Source: an optimization exercise on an open RTL-to-GDS flow (aim: small area and a short achievable clock period). Production flows keep margins and buffers that such runs may drop.
No functional check of the RTL was part of any run shown here.
Power and IR drop assume default switching activity.

## flow/design.v (module list and top-level ports; edited modules follow where they fit)
// module top: 21 lines
// module roba_mid: 19 lines
// module roba_expx: 31 lines
// module roba_expy: 29 lines
// module roba_por: 20 lines
// module roba_in: 185 lines
// module roba_upd: 107 lines
// module roba_sha: 155 lines
// module roba_shb: 121 lines
// module roba_add: 339 lines
// module g_inv: 1 lines
// module g_nand2: 1 lines
// module g_nor2: 1 lines
// module g_xor2: 1 lines
// module g_xnor2: 1 lines
// module g_a21oi: 1 lines
// module g_o21ai: 1 lines
// module g_o22ai: 1 lines
// module g_nor3: 1 lines
// module g_nor4: 1 lines
// module g_and4: 1 lines
// module g_and2: 1 lines
// module g_nand3: 1 lines
// module g_nand4: 1 lines
// module g_a22o: 1 lines
// module g_a31oi: 1 lines
// module g_a41oi: 1 lines
module top (
    input             clk,
    input      [15:0] x,
    input      [15:0] y,
    output reg [31:0] Q_p
);
  // ...
==> flow/flow/run.sh <==
#!/bin/bash
# Own layout flow: the standard ORFS flow with these changes:
#  - synthesis keeps the modules named in KEEP (flattened again at the end, as the standard flow's script
#    does) so that ABC maps each with a script of its own (ABC_PLAN: module:script pairs);
#  - ports get PORT_BUF buffers;
#  - timing repair aims SETUP_MARGIN ns below the clock period.
# Every tool's output goes to a log file in the work folder (and ORFS's own logs under orfs/logs).
set -euo pipefail
WORK=$(pwd)
FLOWDIR=$WORK/flow
source $FLOWDIR/settings.sh

cp config.mk my_config.mk
cat >> my_config.mk <<EOC
export SETUP_SLACK_MARGIN = ${SETUP_MARGIN}
export TNS_END_PERCENT = 100
export BUFFER_PORTS_ARGS = -buffer_cell ${PORT_BUF}
export SYNTH_KEEP_MODULES = ${KEEP:-}
EOC
[ -n "${EXTRA_MK:-}" ] && printf '%b\n' "$EXTRA_MK" >> my_config.mk

# synthesis script: the standard flow's, with abc run once per module of ABC_PLAN, each with its own script
{
  echo "proc abc {args} {"
  echo "  set i [lsearch -exact \$args -script]"
  echo "  foreach {mod scr} {${ABC_PLAN}} {"
  echo "    set a \$args"
  echo "    lset a [expr {\$i + 1}] $FLOWDIR/\$scr"
  echo "    if {[string match roba_exp* \$mod]} { foreach c {${EXP_DU:-}} { lappend a -dont_use \$c } }"
  echo "    yosys abc {*}\$a \$mod"
  echo "  }"
  echo "}"
  cat synth_recipe.tcl
} > my_synth.tcl

make -C "$FLOW_HOME" DESIGN_CONFIG=$WORK/my_config.mk WORK_HOME=$WORK/orfs CLKGATE_MAP_FILE= \
  SYNTH_SCRIPT=$WORK/my_synth.tcl finish > $WORK/make_finish.log 2>&1

RES=$WORK/orfs/results/$FLOW_PLATFORM/top/base
: # left out here: write the final layout as DEF
==> flow/flow/amap.abc <==
strash; dch -f; amap
==> flow/flow/exp.abc <==
strash; dch -f; map -D 900; topo; buffer -N 8; upsize -D 900; dnsize -D 900; stime -p
==> flow/flow/gate.abc <==
strash; map -a
==> flow/flow/settings.sh <==
SETUP_MARGIN=9.4
PORT_BUF=sky130_fd_sc_hd__buf_1
KEEP="roba_expx roba_expy g_a21oi g_a22o g_and2 g_inv g_nand2 g_nor2 g_nor3 g_o21ai g_o22ai g_xnor2 g_xor2 "
ABC_PLAN="roba_expx exp.abc roba_expy exp.abc g_* gate.abc top amap.abc"
EXTRA_MK='export ADDER_MAP_FILE =
export CTS_BUF_LIST = sky130_fd_sc_hd__clkbuf_8
export CTS_CLUSTER_SIZE = 32
export CTS_CLUSTER_DIAMETER = 60
export SKIP_GATE_CLONING = 1
export REMOVE_ABC_BUFFERS = 1'
EXP_DU="sky130_fd_sc_hd__nor4_* sky130_fd_sc_hd__nor3_* sky130_fd_sc_hd__or4_* sky130_fd_sc_hd__or3_* sky130_fd_sc_hd__a211oi_* sky130_fd_sc_hd__a2111oi_* sky130_fd_sc_hd__o2111ai_* sky130_fd_sc_hd__a311oi_* sky130_fd_sc_hd__o311ai_* sky130_fd_sc_hd__a41oi_* sky130_fd_sc_hd__o41ai_* sky130_fd_sc_hd__nor4b_* sky130_fd_sc_hd__nor3b_* sky130_fd_sc_hd__or2_* sky130_fd_sc_hd__and4_* sky130_fd_sc_hd__a221oi_* sky130_fd_sc_hd__o221ai_*"
==> flow/standard.sh <==
#!/bin/bash
# synth_recipe.tcl (not shown) runs the flow's synth.tcl, then flattens the netlist and writes it again
# the make line also repeats each setting of config.mk as NAME=value (left out here)
make -C /OpenROAD-flow-scripts/flow DESIGN_CONFIG=/design/flow/config.mk WORK_HOME=/design/flow/orfs CLKGATE_MAP_FILE= SYNTH_SCRIPT=/design/flow/synth_recipe.tcl "${@:-finish}"
==> flow/config.mk <==
export PLATFORM = sky130hd
export DESIGN_NAME = top
export DESIGN_NICKNAME = top
export VERILOG_FILES = /design/flow/design.v
export SDC_FILE = /design/flow/constraint.sdc
export NUM_CORES = 8
export LEC_CHECK = 0
export CAP_MARGIN = 20
export CORE_MARGIN = 2
export CORE_UTILIZATION = 40
export SLEW_MARGIN = 20
==> flow/constraint.sdc <==
create_clock -name core_clock -period 14.0 [get_ports {clk}]
set_input_delay 2.8000 -clock core_clock [delete_from_list [all_inputs] [get_ports {clk}]]
set_output_delay 2.8000 -clock core_clock [all_outputs]
set_load 0.01 [all_outputs]
==> flow_metrics.tcl, run 1 <==
set metrics [dict create \
    outcome "complete, no violations" \
    dominant_cells "multi-input gates" \
    critical_path.max_stage_delay_ns 0.39 \
    finalNonFillerCells 1186 \
    crit_path_end "Q_p[25]$_DFF_P_" \
    post-route-util 0.464 \
    antenna_found_initial 0 \
    top_regs "Q_p x32, ax_r x16, ay_r x16" \
    drt-total-wl_mm 14.9 \
    postSynthCellCount 911 \
    num_vias 6144 \
    area_share_clock_buf_inv 0.0259 \
    grt_overflow 0 \
    yosys_warnings 2 \
    clock-skew-final_ns 0.00782 \
    design.seq.count 65 \
    buffer_area_frac 0.0481 \
    wl_met3_um 615 \
    yosysTopAreaCell "dfxtp_1" \
    tns_ns 0 \
    fin_nets 1030 \
    period_share 0.300 \
    multi_input_gates 754 \
    r2r-end "Q_p[25]$_DFF_P_" \
    synth_edf_count 0 \
    vias_per_cell 5.18 \
    netSwitchingPower_mw 0.382 \
    drtIter0Drc 469 \
    row_count 44 \
    die_w_um 126 \
    ys_ff_latch 65 \
    clk-power_mw 0.145 \
    synthArstFlopShare 0 \
]
==> module roba_shb, before the edit <==
module roba_shb (
    input  [13:0] d,
    input  [3:0]  e,
    output [30:0] o
);
  wire en_1, en_2, en_3, en_4, sn_5, sh_6, sh_7, sh_8, sh_9, sh_10, sh_11, sh_12, sh_13, sh_14, sh_15, sh_16, sh_17, sh_18, sh_19, sh_20, sh_21, sh_22, sh_23, sh_24, sh_25, sh_26, sh_27, sh_28, sh_29, sh_30, sh_31, sh_32, sh_33, sh_34, sh_35, sh_36, sh_37, sh_38, sh_39, sh_40, sh_41, sh_42, sh_43, sh_44, sh_45, sh_46, sh_47, sh_48, sh_49, sh_50, sh_51, sh_52, sh_53, sh_54, sh_55, sh_56, sh_57, sh_58, sh_59, sh_60, sh_61, sh_62, sh_63, sh_64, sh_65, sh_66, sh_67, sh_68, sh_69, sh_70, sh_71, sh_72, sh_73, sh_74, sh_75, sh_76, sh_77, sh_78, sh_79, sh_80, sh_81, sh_82, sh_83;
  g_inv u1 (e[0], en_1);
  g_inv u2 (e[1], en_2);
  g_inv u3 (e[2], en_3);
  g_inv u4 (e[3], en_4);
  g_inv u5 (d[13], sn_5);
  g_nand2 u6 (en_1, d[0], sh_6);
  g_o22ai u7 (d[0], en_1, d[1], e[0], sh_7);
  g_o22ai u8 (d[1], en_1, d[2], e[0], sh_8);
  g_o22ai u9 (d[2], en_1, d[3], e[0], sh_9);
  g_o22ai u10 (d[3], en_1, d[4], e[0], sh_10);
  g_o22ai u11 (d[4], en_1, d[5], e[0], sh_11);
  g_o22ai u12 (d[5], en_1, d[6], e[0], sh_12);
  g_o22ai u13 (d[6], en_1, d[7], e[0], sh_13);
  g_o22ai u14 (d[7], en_1, d[8], e[0], sh_14);
  g_o22ai u15 (d[8], en_1, d[9], e[0], sh_15);
  g_o22ai u16 (d[9], en_1, d[10], e[0], sh_16);
  g_o22ai u17 (d[10], en_1, d[11], e[0], sh_17);
  g_o22ai u18 (d[11], en_1, d[12], e[0], sh_18);
  g_o22ai u19 (d[12], en_1, d[13], e[0], sh_19);
  g_nor2 u20 (e[1], sh_6, sh_20);
  g_nor2 u21 (e[1], sh_7, sh_21);
  g_o22ai u22 (sh_6, en_2, sh_8, e[1], sh_22);
  g_o22ai u23 (sh_7, en_2, sh_9, e[1], sh_23);
  g_o22ai u24 (sh_8, en_2, sh_10, e[1], sh_24);
  g_o22ai u25 (sh_9, en_2, sh_11, e[1], sh_25);
  g_o22ai u26 (sh_10, en_2, sh_12, e[1], sh_26);
  g_o22ai u27 (sh_11, en_2, sh_13, e[1], sh_27);
  g_o22ai u28 (sh_12, en_2, sh_14, e[1], sh_28);
  g_o22ai u29 (sh_13, en_2, sh_15, e[1], sh_29);
  g_o22ai u30 (sh_14, en_2, sh_16, e[1], sh_30);
  g_o22ai u31 (sh_15, en_2, sh_17, e[1], sh_31);
  g_o22ai u32 (sh_16, en_2, sh_18, e[1], sh_32);
  g_o22ai u33 (sh_17, en_2, sh_19, e[1], sh_33);
  g_o22ai u34 (sh_18, en_2, sn_5, e[1], sh_34);
  g_o22ai u35 (sh_19, en_2, sn_5, e[1], sh_35);
  g_nand2 u36 (en_3, sh_20, sh_36);
  g_nand2 u37 (en_3, sh_21, sh_37);
  g_nand2 u38 (en_3, sh_22, sh_38);
  g_nand2 u39 (en_3, sh_23, sh_39);
  g_o22ai u40 (sh_20, en_3, sh_24, e[2], sh_40);
  g_o22ai u41 (sh_21, en_3, sh_25, e[2], sh_41);
  g_o22ai u42 (sh_22, en_3, sh_26, e[2], sh_42);
  g_o22ai u43 (sh_23, en_3, sh_27, e[2], sh_43);
  g_o22ai u44 (sh_24, en_3, sh_28, e[2], sh_44);
  g_o22ai u45 (sh_25, en_3, sh_29, e[2], sh_45);
  g_o22ai u46 (sh_26, en_3, sh_30, e[2], sh_46);
  g_o22ai u47 (sh_27, en_3, sh_31, e[2], sh_47);
  g_o22ai u48 (sh_28, en_3, sh_32, e[2], sh_48);
  g_o22ai u49 (sh_29, en_3, sh_33, e[2], sh_49);
  g_o22ai u50 (sh_30, en_3, sh_34, e[2], sh_50);
  g_o22ai u51 (sh_31, en_3, sh_35, e[2], sh_51);
  g_o22ai u52 (sh_32, en_3, d[13], e[2], sh_52);
  g_o22ai u53 (sh_33, en_3, d[13], e[2], sh_53);
  g_o22ai u54 (sh_34, en_3, d[13], e[2], sh_54);
  g_o22ai u55 (sh_35, en_3, d[13], e[2], sh_55);
  g_nor2 u56 (e[3], sh_36, sh_56);
  g_nor2 u57 (e[3], sh_37, sh_57);
  g_nor2 u58 (e[3], sh_38, sh_58);
  g_nor2 u59 (e[3], sh_39, sh_59);
  g_nor2 u60 (e[3], sh_40, sh_60);
  g_nor2 u61 (e[3], sh_41, sh_61);
  g_nor2 u62 (e[3], sh_42, sh_62);
  g_nor2 u63 (e[3], sh_43, sh_63);
  g_o22ai u64 (sh_36, en_4, sh_44, e[3], sh_64);
  g_o22ai u65 (sh_37, en_4, sh_45, e[3], sh_65);
  g_o22ai u66 (sh_38, en_4, sh_46, e[3], sh_66);
  g_o22ai u67 (sh_39, en_4, sh_47, e[3], sh_67);
  g_o22ai u68 (sh_40, en_4, sh_48, e[3], sh_68);
  g_o22ai u69 (sh_41, en_4, sh_49, e[3], sh_69);
  g_o22ai u70 (sh_42, en_4, sh_50, e[3], sh_70);
  g_o22ai u71 (sh_43, en_4, sh_51, e[3], sh_71);
  g_o22ai u72 (sh_44, en_4, sh_52, e[3], sh_72);
  g_o22ai u73 (sh_45, en_4, sh_53, e[3], sh_73);
  g_o22ai u74 (sh_46, en_4, sh_54, e[3], sh_74);
  g_o22ai u75 (sh_47, en_4, sh_55, e[3], sh_75);
  g_o22ai u76 (sh_48, en_4, sn_5, e[3], sh_76);
  g_o22ai u77 (sh_49, en_4, sn_5, e[3], sh_77);
  g_o22ai u78 (sh_50, en_4, sn_5, e[3], sh_78);
  g_o22ai u79 (sh_51, en_4, sn_5, e[3], sh_79);
  g_o22ai u80 (sh_52, en_4, sn_5, e[3], sh_80);
  g_o22ai u81 (sh_53, en_4, sn_5, e[3], sh_81);
  g_o22ai u82 (sh_54, en_4, sn_5, e[3], sh_82);
  g_o22ai u83 (sh_55, en_4, sn_5, e[3], sh_83);
  assign o[0] = sh_56;
  assign o[1] = sh_57;
  assign o[2] = sh_58;
  assign o[3] = sh_59;
  assign o[4] = sh_60;
  assign o[5] = sh_61;
  assign o[6] = sh_62;
  assign o[7] = sh_63;
  assign o[8] = sh_64;
  assign o[9] = sh_65;
  assign o[10] = sh_66;
  assign o[11] = sh_67;
  assign o[12] = sh_68;
  assign o[13] = sh_69;
  assign o[14] = sh_70;
  assign o[15] = sh_71;
  assign o[16] = sh_72;
  assign o[17] = sh_73;
  assign o[18] = sh_74;
  assign o[19] = sh_75;
  assign o[20] = sh_76;
  assign o[21] = sh_77;
  assign o[22] = sh_78;
  assign o[23] = sh_79;
  assign o[24] = sh_80;
  assign o[25] = sh_81;
  assign o[26] = sh_82;
  assign o[27] = sh_83;
  assign o[28] = d[13];
  assign o[29] = d[13];
  assign o[30] = d[13];
endmodule
==> run 2, diff against run 1 <==
--- a/flow/design.v
+++ b/flow/design.v
@@ -573,114 +573,137 @@
 );
-  wire en_1, en_2, en_3, en_4, sn_5, sh_6, sh_7, sh_8, sh_9, sh_10, sh_11, sh_12, sh_13, sh_14, sh_15, sh_16, sh_17, sh_18, sh_19, sh_20, sh_21, sh_22, sh_23, sh_24, sh_25, sh_26, sh_27, sh_28, sh_29, sh_30, sh_31, sh_32, sh_33, sh_34, sh_35, sh_36, sh_37, sh_38, sh_39, sh_40, sh_41, sh_42, sh_43, sh_44, sh_45, sh_46, sh_47, sh_48, sh_49, sh_50, sh_51, sh_52, sh_53, sh_54, sh_55, sh_56, sh_57, sh_58, sh_59, sh_60, sh_61, sh_62, sh_63, sh_64, sh_65, sh_66, sh_67, sh_68, sh_69, sh_70, sh_71, sh_72, sh_73, sh_74, sh_75, sh_76, sh_77, sh_78, sh_79, sh_80, sh_81, sh_82, sh_83;
-  g_inv u1 (e[0], en_1);
-  g_inv u2 (e[1], en_2);
-  g_inv u3 (e[2], en_3);
-  g_inv u4 (e[3], en_4);
+  wire en_1, en_2, en_3, en_4, sn_5, sh_6, sh_7, sh_8, sh_9, sh_10, sh_11, sh_12, sh_13, sh_14, sh_15, sh_16, sh_17, sh_18, sh_19, sh_20, sh_21, sh_22, sh_23, sh_24, sh_25, sh_26, sh_27, sh_28, sh_29, sh_30, sh_31, sh_32, sh_33, sh_34, sh_35, sh_36, sh_37, sh_38, sh_39, sh_40, sh_41, sh_42, sh_43, sh_44, sh_45, sh_46, sh_47, sh_48, sh_49, sh_50, sh_51, sh_52, sh_53, sh_54, sh_55, sh_56, sh_57, sh_58, sh_59, sh_60, sh_61, sh_62, sh_63, sh_64, sh_65, sh_66, sh_67, sh_68, sh_69, sh_70, sh_71, sh_72, sh_73, sh_74, sh_75, sh_76, sh_77, sh_78, sh_79, sh_80, sh_81, sh_82, sh_83, sh_84, sh_85, sh_86, sh_87, sh_88, sh_89, sh_90, sh_91, sh_92, sh_93, sh_94, sh_95, sh_96, sh_97, sh_98, sh_99, sh_100, sh_101, sh_102, sh_103, sh_104, sh_105, sh_106;
+  g_inv u1 (e[3], en_1);
+  g_inv u2 (e[2], en_2);
+  g_inv u3 (e[1], en_3);
+  g_inv u4 (e[0], en_4);
   g_inv u5 (d[13], sn_5);
   g_nand2 u6 (en_1, d[0], sh_6);
-  g_o22ai u7 (d[0], en_1, d[1], e[0], sh_7);
-  g_o22ai u8 (d[1], en_1, d[2], e[0], sh_8);
-  g_o22ai u9 (d[2], en_1, d[3], e[0], sh_9);
-  g_o22ai u10 (d[3], en_1, d[4], e[0], sh_10);
-  g_o22ai u11 (d[4], en_1, d[5], e[0], sh_11);
-  g_o22ai u12 (d[5], en_1, d[6], e[0], sh_12);
-  g_o22ai u13 (d[6], en_1, d[7], e[0], sh_13);
-  g_o22ai u14 (d[7], en_1, d[8], e[0], sh_14);
-  g_o22ai u15 (d[8], en_1, d[9], e[0], sh_15);
-  g_o22ai u16 (d[9], en_1, d[10], e[0], sh_16);
-  g_o22ai u17 (d[10], en_1, d[11], e[0], sh_17);
-  g_o22ai u18 (d[11], en_1, d[12], e[0], sh_18);
-  g_o22ai u19 (d[12], en_1, d[13], e[0], sh_19);
-  g_nor2 u20 (e[1], sh_6, sh_20);
-  g_nor2 u21 (e[1], sh_7, sh_21);
-  g_o22ai u22 (sh_6, en_2, sh_8, e[1], sh_22);
-  g_o22ai u23 (sh_7, en_2, sh_9, e[1], sh_23);
-  g_o22ai u24 (sh_8, en_2, sh_10, e[1], sh_24);
-  g_o22ai u25 (sh_9, en_2, sh_11, e[1], sh_25);
-  g_o22ai u26 (sh_10, en_2, sh_12, e[1], sh_26);
-  g_o22ai u27 (sh_11, en_2, sh_13, e[1], sh_27);
-  g_o22ai u28 (sh_12, en_2, sh_14, e[1], sh_28);
-  g_o22ai u29 (sh_13, en_2, sh_15, e[1], sh_29);
-  g_o22ai u30 (sh_14, en_2, sh_16, e[1], sh_30);
-  g_o22ai u31 (sh_15, en_2, sh_17, e[1], sh_31);
-  g_o22ai u32 (sh_16, en_2, sh_18, e[1], sh_32);
-  g_o22ai u33 (sh_17, en_2, sh_19, e[1], sh_33);
-  g_o22ai u34 (sh_18, en_2, sn_5, e[1], sh_34);
-  g_o22ai u35 (sh_19, en_2, sn_5, e[1], sh_35);
-  g_nand2 u36 (en_3, sh_20, sh_36);
-  g_nand2 u37 (en_3, sh_21, sh_37);
-  g_nand2 u38 (en_3, sh_22, sh_38);
-  g_nand2 u39 (en_3, sh_23, sh_39);
-  g_o22ai u40 (sh_20, en_3, sh_24, e[2], sh_40);
-  g_o22ai u41 (sh_21, en_3, sh_25, e[2], sh_41);
-  g_o22ai u42 (sh_22, en_3, sh_26, e[2], sh_42);
-  g_o22ai u43 (sh_23, en_3, sh_27, e[2], sh_43);
-  g_o22ai u44 (sh_24, en_3, sh_28, e[2], sh_44);
-  g_o22ai u45 (sh_25, en_3, sh_29, e[2], sh_45);
-  g_o22ai u46 (sh_26, en_3, sh_30, e[2], sh_46);
-  g_o22ai u47 (sh_27, en_3, sh_31, e[2], sh_47);
-  g_o22ai u48 (sh_28, en_3, sh_32, e[2], sh_48);
-  g_o22ai u49 (sh_29, en_3, sh_33, e[2], sh_49);
-  g_o22ai u50 (sh_30, en_3, sh_34, e[2], sh_50);
-  g_o22ai u51 (sh_31, en_3, sh_35, e[2], sh_51);
-  g_o22ai u52 (sh_32, en_3, d[13], e[2], sh_52);
-  g_o22ai u53 (sh_33, en_3, d[13], e[2], sh_53);
-  g_o22ai u54 (sh_34, en_3, d[13], e[2], sh_54);
-  g_o22ai u55 (sh_35, en_3, d[13], e[2], sh_55);
-  g_nor2 u56 (e[3], sh_36, sh_56);
-  g_nor2 u57 (e[3], sh_37, sh_57);
-  g_nor2 u58 (e[3], sh_38, sh_58);
-  g_nor2 u59 (e[3], sh_39, sh_59);
-  g_nor2 u60 (e[3], sh_40, sh_60);
-  g_nor2 u61 (e[3], sh_41, sh_61);
-  g_nor2 u62 (e[3], sh_42, sh_62);
-  g_nor2 u63 (e[3], sh_43, sh_63);
-  g_o22ai u64 (sh_36, en_4, sh_44, e[3], sh_64);
-  g_o22ai u65 (sh_37, en_4, sh_45, e[3], sh_65);
-  g_o22ai u66 (sh_38, en_4, sh_46, e[3], sh_66);
-  g_o22ai u67 (sh_39, en_4, sh_47, e[3], sh_67);
-  g_o22ai u68 (sh_40, en_4, sh_48, e[3], sh_68);
-  g_o22ai u69 (sh_41, en_4, sh_49, e[3], sh_69);
-  g_o22ai u70 (sh_42, en_4, sh_50, e[3], sh_70);
-  g_o22ai u71 (sh_43, en_4, sh_51, e[3], sh_71);
-  g_o22ai u72 (sh_44, en_4, sh_52, e[3], sh_72);
-  g_o22ai u73 (sh_45, en_4, sh_53, e[3], sh_73);
-  g_o22ai u74 (sh_46, en_4, sh_54, e[3], sh_74);
-  g_o22ai u75 (sh_47, en_4, sh_55, e[3], sh_75);
-  g_o22ai u76 (sh_48, en_4, sn_5, e[3], sh_76);
-  g_o22ai u77 (sh_49, en_4, sn_5, e[3], sh_77);
-  g_o22ai u78 (sh_50, en_4, sn_5, e[3], sh_78);
-  g_o22ai u79 (sh_51, en_4, sn_5, e[3], sh_79);
-  g_o22ai u80 (sh_52, en_4, sn_5, e[3], sh_80);
-  g_o22ai u81 (sh_53, en_4, sn_5, e[3], sh_81);
-  g_o22ai u82 (sh_54, en_4, sn_5, e[3], sh_82);
-  g_o22ai u83 (sh_55, en_4, sn_5, e[3], sh_83);
-  assign o[0] = sh_56;
-  assign o[1] = sh_57;
-  assign o[2] = sh_58;
-  assign o[3] = sh_59;
-  assign o[4] = sh_60;
-  assign o[5] = sh_61;
-  assign o[6] = sh_62;
-  assign o[7] = sh_63;
-  assign o[8] = sh_64;
-  assign o[9] = sh_65;
-  assign o[10] = sh_66;
-  assign o[11] = sh_67;
-  assign o[12] = sh_68;
-  assign o[13] = sh_69;
-  assign o[14] = sh_70;
-  assign o[15] = sh_71;
-  assign o[16] = sh_72;
-  assign o[17] = sh_73;
-  assign o[18] = sh_74;
-  assign o[19] = sh_75;
-  assign o[20] = sh_76;
-  assign o[21] = sh_77;
-  assign o[22] = sh_78;
-  assign o[23] = sh_79;
-  assign o[24] = sh_80;
-  assign o[25] = sh_81;
-  assign o[26] = sh_82;
-  assign o[27] = sh_83;
+  g_nand2 u7 (en_1, d[1], sh_7);
+  g_nand2 u8 (en_1, d[2], sh_8);
+  g_nand2 u9 (en_1, d[3], sh_9);
+  g_nand2 u10 (en_1, d[4], sh_10);
+  g_nand2 u11 (en_1, d[5], sh_11);
+  g_nand2 u12 (en_1, d[6], sh_12);
+  g_nand2 u13 (en_1, d[7], sh_13);
+  g_o22ai u14 (d[0], en_1, d[8], e[3], sh_14);
+  g_o22ai u15 (d[1], en_1, d[9], e[3], sh_15);
+  g_o22ai u16 (d[2], en_1, d[10], e[3], sh_16);
+  g_o22ai u17 (d[3], en_1, d[11], e[3], sh_17);
+  g_o22ai u18 (d[4], en_1, d[12], e[3], sh_18);
+  g_o22ai u19 (d[5], en_1, d[13], e[3], sh_19);
+  g_o22ai u20 (d[6], en_1, d[13], e[3], sh_20);
+  g_o22ai u21 (d[7], en_1, d[13], e[3], sh_21);
+  g_o22ai u22 (d[8], en_1, d[13], e[3], sh_22);
+  g_o22ai u23 (d[9], en_1, d[13], e[3], sh_23);
+  g_o22ai u24 (d[10], en_1, d[13], e[3], sh_24);
+  g_o22ai u25 (d[11], en_1, d[13], e[3], sh_25);
+  g_o22ai u26 (d[12], en_1, d[13], e[3], sh_26);
+  g_nor2 u27 (e[2], sh_6, sh_27);
+  g_nor2 u28 (e[2], sh_7, sh_28);
+  g_nor2 u29 (e[2], sh_8, sh_29);
+  g_nor2 u30 (e[2], sh_9, sh_30);
+  g_o22ai u31 (sh_6, en_2, sh_10, e[2], sh_31);
+  g_o22ai u32 (sh_7, en_2, sh_11, e[2], sh_32);
+  g_o22ai u33 (sh_8, en_2, sh_12, e[2], sh_33);
+  g_o22ai u34 (sh_9, en_2, sh_13, e[2], sh_34);
+  g_o22ai u35 (sh_10, en_2, sh_14, e[2], sh_35);
+  g_o22ai u36 (sh_11, en_2, sh_15, e[2], sh_36);
+  g_o22ai u37 (sh_12, en_2, sh_16, e[2], sh_37);
+  g_o22ai u38 (sh_13, en_2, sh_17, e[2], sh_38);
+  g_o22ai u39 (sh_14, en_2, sh_18, e[2], sh_39);
+  g_o22ai u40 (sh_15, en_2, sh_19, e[2], sh_40);
+  g_o22ai u41 (sh_16, en_2, sh_20, e[2], sh_41);
+  g_o22ai u42 (sh_17, en_2, sh_21, e[2], sh_42);
+  g_o22ai u43 (sh_18, en_2, sh_22, e[2], sh_43);
+  g_o22ai u44 (sh_19, en_2, sh_23, e[2], sh_44);
+  g_o22ai u45 (sh_20, en_2, sh_24, e[2], sh_45);
+  g_o22ai u46 (sh_21, en_2, sh_25, e[2], sh_46);
+  g_o22ai u47 (sh_22, en_2, sh_26, e[2], sh_47);
+  g_o22ai u48 (sh_23, en_2, sn_5, e[2], sh_48);
+  g_o22ai u49 (sh_24, en_2, sn_5, e[2], sh_49);
+  g_o22ai u50 (sh_25, en_2, sn_5, e[2], sh_50);
+  g_o22ai u51 (sh_26, en_2, sn_5, e[2], sh_51);
+  g_nand2 u52 (en_3, sh_27, sh_52);
+  g_nand2 u53 (en_3, sh_28, sh_53);
+  g_o22ai u54 (sh_27, en_3, sh_29, e[1], sh_54);
+  g_o22ai u55 (sh_28, en_3, sh_30, e[1], sh_55);
+  g_o22ai u56 (sh_29, en_3, sh_31, e[1], sh_56);
+  g_o22ai u57 (sh_30, en_3, sh_32, e[1], sh_57);
+  g_o22ai u58 (sh_31, en_3, sh_33, e[1], sh_58);
+  g_o22ai u59 (sh_32, en_3, sh_34, e[1], sh_59);
+  g_o22ai u60 (sh_33, en_3, sh_35, e[1], sh_60);
+  g_o22ai u61 (sh_34, en_3, sh_36, e[1], sh_61);
+  g_o22ai u62 (sh_35, en_3, sh_37, e[1], sh_62);
+  g_o22ai u63 (sh_36, en_3, sh_38, e[1], sh_63);
+  g_o22ai u64 (sh_37, en_3, sh_39, e[1], sh_64);
+  g_o22ai u65 (sh_38, en_3, sh_40, e[1], sh_65);
+  g_o22ai u66 (sh_39, en_3, sh_41, e[1], sh_66);
+  g_o22ai u67 (sh_40, en_3, sh_42, e[1], sh_67);
+  g_o22ai u68 (sh_41, en_3, sh_43, e[1], sh_68);
+  g_o22ai u69 (sh_42, en_3, sh_44, e[1], sh_69);
+  g_o22ai u70 (sh_43, en_3, sh_45, e[1], sh_70);
+  g_o22ai u71 (sh_44, en_3, sh_46, e[1], sh_71);
+  g_o22ai u72 (sh_45, en_3, sh_47, e[1], sh_72);
+  g_o22ai u73 (sh_46, en_3, sh_48, e[1], sh_73);
+  g_o22ai u74 (sh_47, en_3, sh_49, e[1], sh_74);
+  g_o22ai u75 (sh_48, en_3, sh_50, e[1], sh_75);
+  g_o22ai u76 (sh_49, en_3, sh_51, e[1], sh_76);
+  g_o22ai u77 (sh_50, en_3, d[13], e[1], sh_77);
+  g_o22ai u78 (sh_51, en_3, d[13], e[1], sh_78);
+  g_nor2 u79 (e[0], sh_52, sh_79);
+  g_o22ai u80 (sh_52, en_4, sh_53, e[0], sh_80);
+  g_o22ai u81 (sh_53, en_4, sh_54, e[0], sh_81);
+  g_o22ai u82 (sh_54, en_4, sh_55, e[0], sh_82);
+  g_o22ai u83 (sh_55, en_4, sh_56, e[0], sh_83);
+  g_o22ai u84 (sh_56, en_4, sh_57, e[0], sh_84);
+  g_o22ai u85 (sh_57, en_4, sh_58, e[0], sh_85);
+  g_o22ai u86 (sh_58, en_4, sh_59, e[0], sh_86);
+  g_o22ai u87 (sh_59, en_4, sh_60, e[0], sh_87);
+  g_o22ai u88 (sh_60, en_4, sh_61, e[0], sh_88);
+  g_o22ai u89 (sh_61, en_4, sh_62, e[0], sh_89);
+  g_o22ai u90 (sh_62, en_4, sh_63, e[0], sh_90);
+  g_o22ai u91 (sh_63, en_4, sh_64, e[0], sh_91);
+  g_o22ai u92 (sh_64, en_4, sh_65, e[0], sh_92);
+  g_o22ai u93 (sh_65, en_4, sh_66, e[0], sh_93);
+  g_o22ai u94 (sh_66, en_4, sh_67, e[0], sh_94);
+  g_o22ai u95 (sh_67, en_4, sh_68, e[0], sh_95);
+  g_o22ai u96 (sh_68, en_4, sh_69, e[0], sh_96);
+  g_o22ai u97 (sh_69, en_4, sh_70, e[0], sh_97);
+  g_o22ai u98 (sh_70, en_4, sh_71, e[0], sh_98);
+  g_o22ai u99 (sh_71, en_4, sh_72, e[0], sh_99);
+  g_o22ai u100 (sh_72, en_4, sh_73, e[0], sh_100);
+  g_o22ai u101 (sh_73, en_4, sh_74, e[0], sh_101);
+  g_o22ai u102 (sh_74, en_4, sh_75, e[0], sh_102);
+  g_o22ai u103 (sh_75, en_4, sh_76, e[0], sh_103);
+  g_o22ai u104 (sh_76, en_4, sh_77, e[0], sh_104);
+  g_o22ai u105 (sh_77, en_4, sh_78, e[0], sh_105);
+  g_o22ai u106 (sh_78, en_4, sn_5, e[0], sh_106);
+  assign o[0] = sh_79;
+  assign o[1] = sh_80;
+  assign o[2] = sh_81;
+  assign o[3] = sh_82;
+  assign o[4] = sh_83;
+  assign o[5] = sh_84;
+  assign o[6] = sh_85;
+  assign o[7] = sh_86;
+  assign o[8] = sh_87;
+  assign o[9] = sh_88;
+  assign o[10] = sh_89;
+  assign o[11] = sh_90;
+  assign o[12] = sh_91;
+  assign o[13] = sh_92;
+  assign o[14] = sh_93;
+  assign o[15] = sh_94;
+  assign o[16] = sh_95;
+  assign o[17] = sh_96;
+  assign o[18] = sh_97;
+  assign o[19] = sh_98;
+  assign o[20] = sh_99;
+  assign o[21] = sh_100;
+  assign o[22] = sh_101;
+  assign o[23] = sh_102;
+  assign o[24] = sh_103;
+  assign o[25] = sh_104;
+  assign o[26] = sh_105;
+  assign o[27] = sh_106;
   assign o[28] = d[13];
--- a/flow/flow/run.sh
+++ b/flow/flow/run.sh
@@ -28,3 +28,2 @@
   echo "    lset a [expr {\$i + 1}] $FLOWDIR/\$scr"
-  echo "    if {[string match roba_exp* \$mod]} { foreach c {${EXP_DU:-}} { lappend a -dont_use \$c } }"
   echo "    yosys abc {*}\$a \$mod"
==> flow/flow/settings.sh (replaced) <==
SETUP_MARGIN=9.5
PORT_BUF=sky130_fd_sc_hd__buf_1
KEEP="roba_expx roba_expy g_a21oi g_a22o g_and2 g_inv g_nand2 g_nor2 g_nor3 g_o21ai g_o22ai g_xnor2 g_xor2 "
ABC_PLAN="roba_expx exp.abc roba_expy exp.abc g_* gate.abc top amap.abc"
EXTRA_MK='export ADDER_MAP_FILE =
export CTS_BUF_LIST = sky130_fd_sc_hd__clkbuf_8
export CTS_CLUSTER_SIZE = 32
export CTS_CLUSTER_DIAMETER = 60
export SKIP_GATE_CLONING = 1'
==> flow_metrics.tcl, run 2 <==
set metrics [dict create \
    outcome "complete, no violations" \
    grtUsageTotal 0.198 \
    io_buffers 64 \
    ys_dominant_reg_cell "dfxtp_1" \
    drt-total-wl_mm 15.9 \
    row_count 45 \
    num_vias 6418 \
    dp_cells 1181 \
    wire_per_inst_um 13.2 \
    critPathCaptureType "flip-flop" \
    required_ns 14.30 \
    period_share 0.303 \
    vdd_drop_max_mv 0.0499 \
    postSynthCellCount 926 \
    place_hpwl_mm 12.4 \
    die_w_um 127 \
    hold_class "flip-flop to flip-flop" \
    top_register "Q_p" \
    drc 0 \
    cp-startpoint "ax_r[11]$_DFF_P_" \
    clock-root-buffer "clkbuf_8" \
    netSwitchingPower_mw 0.397 \
    drv_slew 0 \
    r2r-start "ax_r[11]$_DFF_P_" \
    cts_max_path_buffers 2 \
    power.clock.fraction 0.174 \
    grt_pass1_wl_mm 26.5 \
    yosys_warnings 2 \
    synth.area.top_cells "dfxtp_1, o22ai_1, xnor2_1" \
    wl_met1_mm 8.06 \
    synth_fp_nets 959 \
    drt_pass1_iterations 5 \
    sw_frac_of_total 0.419 \
    regArea_um2 1300 \
    syn_area_per_cell_um2 6.56 \
    numCtsBuffers 9 \
    yosysTopAreaCell "dfxtp_1" \
    grt_pass1_vias 5493 \
    grt_overflow 0 \
    synthArstFlopShare 0 \
    p_comb_frac 0.541 \
    ys_types 38 \
    antenna_found_initial 0 \
    maxCapViolations 0 \
    gp_congestion 0.886 \
    leakagePower_nw 2.40 \
    htreeDepth 3 \
    rsz0062_at_grt "yes" \
    clock-skew-final_ns 0.00953 \
    layout_commonest_cell "o22ai_1" \
    critPathLaunchType "flip-flop" \
    dieArea_um2 16200 \
    holdCritStartpoint "s_r$_DFF_P_" \
    diodes 0 \
    start_util 0.404 \
    seqPwrFrac 0.286 \
    top_regs "Q_p x32, ax_r x16, ay_r x16" \
    cts.sinks 65 \
    clk_pin_slew_ns 0.07 \
    wl_met3_um 622 \
    synth_top_area_frac 0.214 \
    largest_reg_flops 32 \
    routed-wl-met2_mm 7.02 \
    synth_edf_count 0 \
    pre_cts_ws_ns 8.79 \
    finalSetupViolations 0 \
    vias_per_cell 5.31 \
    grt_max_degree 33 \
    worstPathArrival_ns 4.54 \
    drive_gt1_frac 0.0961 \
    yosysMostFrequentCell "o22ai_1" \
    seq_area_frac_synth 0.214 \
    crit_fanout 9 \
    fin_nets 1050 \
    most-common-layout-cells "o22ai_1, nor2_1, nand2_1, xnor2_1" \
    top_layer "met4" \
    drtIter0Drc 408 \
    min_period_ns 4.24 \
    ant_nets 0 \
    setup_slack_ns 9.76 \
    p_int_mw 0.552 \
    powerDensity_nw_per_um2 135 \
    fillers 1603 \
    fp.dieH_um 127 \
    finalNonFillerCells 1208 \
    multiInputGateArea_um2 4570 \
    fp.coreArea_um2 15000 \
    slew_headroom 0.334 \
    worstMarginPinSlew_ns 0.999 \
    netlist_top_cells_count "o22ai_1, nor2_1, nand2_1, xnor2_1" \
    insertion_delay_ns 0.36 \
    ys_ff_latch 65 \
    netlist_area_um2 6070 \
    tns_ns 0 \
    hold_violations 0 \
    fmax_ghz 0.236 \
    synthToLayoutAreaGrowth_pct 15.6 \
    cts_tree "done" \
    critical_path_class "flip-flop to flip-flop" \
    io_pins 65 \
]
run 2: changes by cell type in the layout (fill, tap and decap cells not counted), moves of 3 or more:
cell        previous run  this run
o22ai_1              155       180
clkinv_2               5         1
clkinvlp_4             0         4
inv_1                 26        18
nand2_1              128       132
o21ai_1                6         2
a21oi_1               41        38
nor2_1               170       159
clkinv_1              59        56
run 2: kinds of logic (layout without fill, tap and decap cells):
group,count (synthesis),in the layout,share of synthesized area
AO/OA/AOI/OAI,300,300,0.303
XOR/XNOR,123,123,0.177
buffers and inverters,85,179,0.0525
flip-flops,65,65,0.214
AND/OR/NAND/NOR,353,353,0.253
run 2: critical path: stages (launching register included):
cell and delay (ns):
dfxtp_1 0.39, nor2_2 0.20, nand3_2 0.13, nor2_8 0.17, nand3_2 0.15, nor2_2 0.15, inv_2 0.05, or2_1 0.22
nor2_1 0.09, a22o_2 0.16, o22ai_1 0.10, o22ai_1 0.35, o22ai_2 0.14, o22ai_1 0.30, nor2_1 0.10, o21ai_0 0.36
a21oi_2 0.14, o21ai_0 0.32, a21oi_4 0.11, buf_4 0.16, o21ai_0 0.21, xor2_1 0.16
run 2: layout make-up:
class	instances	share of cell area
clock buffer	12	0.0235
timing repair buffer	80	0.0515
tap	188	0.0335
multi-input combinational	776	0.651
clock inverter	2	0.00535
inverter	85	0.0498
sequential	65	0.186
run 2: power groups by stage:
stage	clock network [mW]	logic [mW]	registers, mW
6_report	0.165	0.513	0.271
5_1_grt	0.178	0.578	0.279
4_1_cts	0.171	0.503	0.272
3_5_place_dp	0	0.497	0.276
3_3_place_gp	0	0.495	0.277
2_1_floorplan	0	0.368	0.295
run 2: repair_timing:
action / in CTS / in global routing
gates resized for setup: 12 / 18
setup buffers: 5 / 8
hold buffers: 0 / 0
setup endpoints to repair: 23 / 21
pin swaps: 2 / 1
run 2: path summary, 6_finish.rpt:
path	endpoint	slack, ns	depth (start not counted)
worst max-delay path	Q_p[26]$_DFF_P_	9.76	21
worst min-delay path	Q_p[31]$_DFF_P_	0.84	0
worst max register to register	Q_p[26]$_DFF_P_	9.76	21
worst min register to register	Q_p[31]$_DFF_P_	0.84	0
run 2: per-module statistics from Yosys (local to each module, per instance), a selection:
module   cells inside  copies in the design
g_nor3              1                     1
g_a21oi             1                    28
g_nand2             1                   115
g_nor2              1                   151
top                91                     1
g_xnor2             1                    92
g_o21ai             1                    43
g_a22o              1                    14
g_xor2              1                    31
run 2: layer usage:
layer	GRT usage	vias up
met5	0	-
met4	0.0446	0
met3	0.0335	24
met2	0.315	146
met1	0.280	2786
li1	-	3462
run 2: stage by stage:
step / utilization / hold WS (ns) / total power [mW] / cell area (µm²)
2_1_floorplan: - / 0.844 / 0.663 / 6120
3_3_place_gp: 0.440 / 0.881 / 0.772 / 6620
3_5_place_dp: 0.440 / 0.883 / 0.774 / 6620
4_1_cts: 0.459 / 0.881 / 0.946 / 6890
5_1_grt: 0.467 / 0.926 / 1.03 / 7020
6_report: 0.467 / 0.841 / 0.949 / 7020

## afterwards: timing with drivers on the ports
In the flow no input, the clock included, has a driving cell. The finished layouts below were timed again as built, in two steps. Step 1 (the two cells are an assumption about what drives the block):
set clk [get_ports {clk}]
set_driving_cell -lib_cell sky130_fd_sc_hd__clkbuf_16 $clk
set_driving_cell -lib_cell sky130_fd_sc_hd__buf_2 [delete_from_list [all_inputs] $clk]
Step 2 moves the port delays by t, midway between the first and last clock arrival at a register: inputs arrive t later, outputs are due t later. That takes back most of the time a late clock gives input paths. a / b / c = ideal ports / drivers / drivers and shift; a / b = the first two.
run | t (ns) | setup WS [ns] | worst register clock-pin slew, ns | worst data-port slew with drivers (ns) | pins driven straight from the clock port
run 1 | 0.397 | 9.804 / 9.804 / 9.692 | 0.07 / 0.07 | 0.03 | 1
run 2 | 0.396 | 9.757 / 9.757 / 9.687 | 0.07 / 0.07 | 0.04 | 1
After both steps setup and hold are still met in every run listed. For run 1, which loses most, drivers alone change the setup slack by 0.000 ns; drivers and shift together by -0.112 ns.
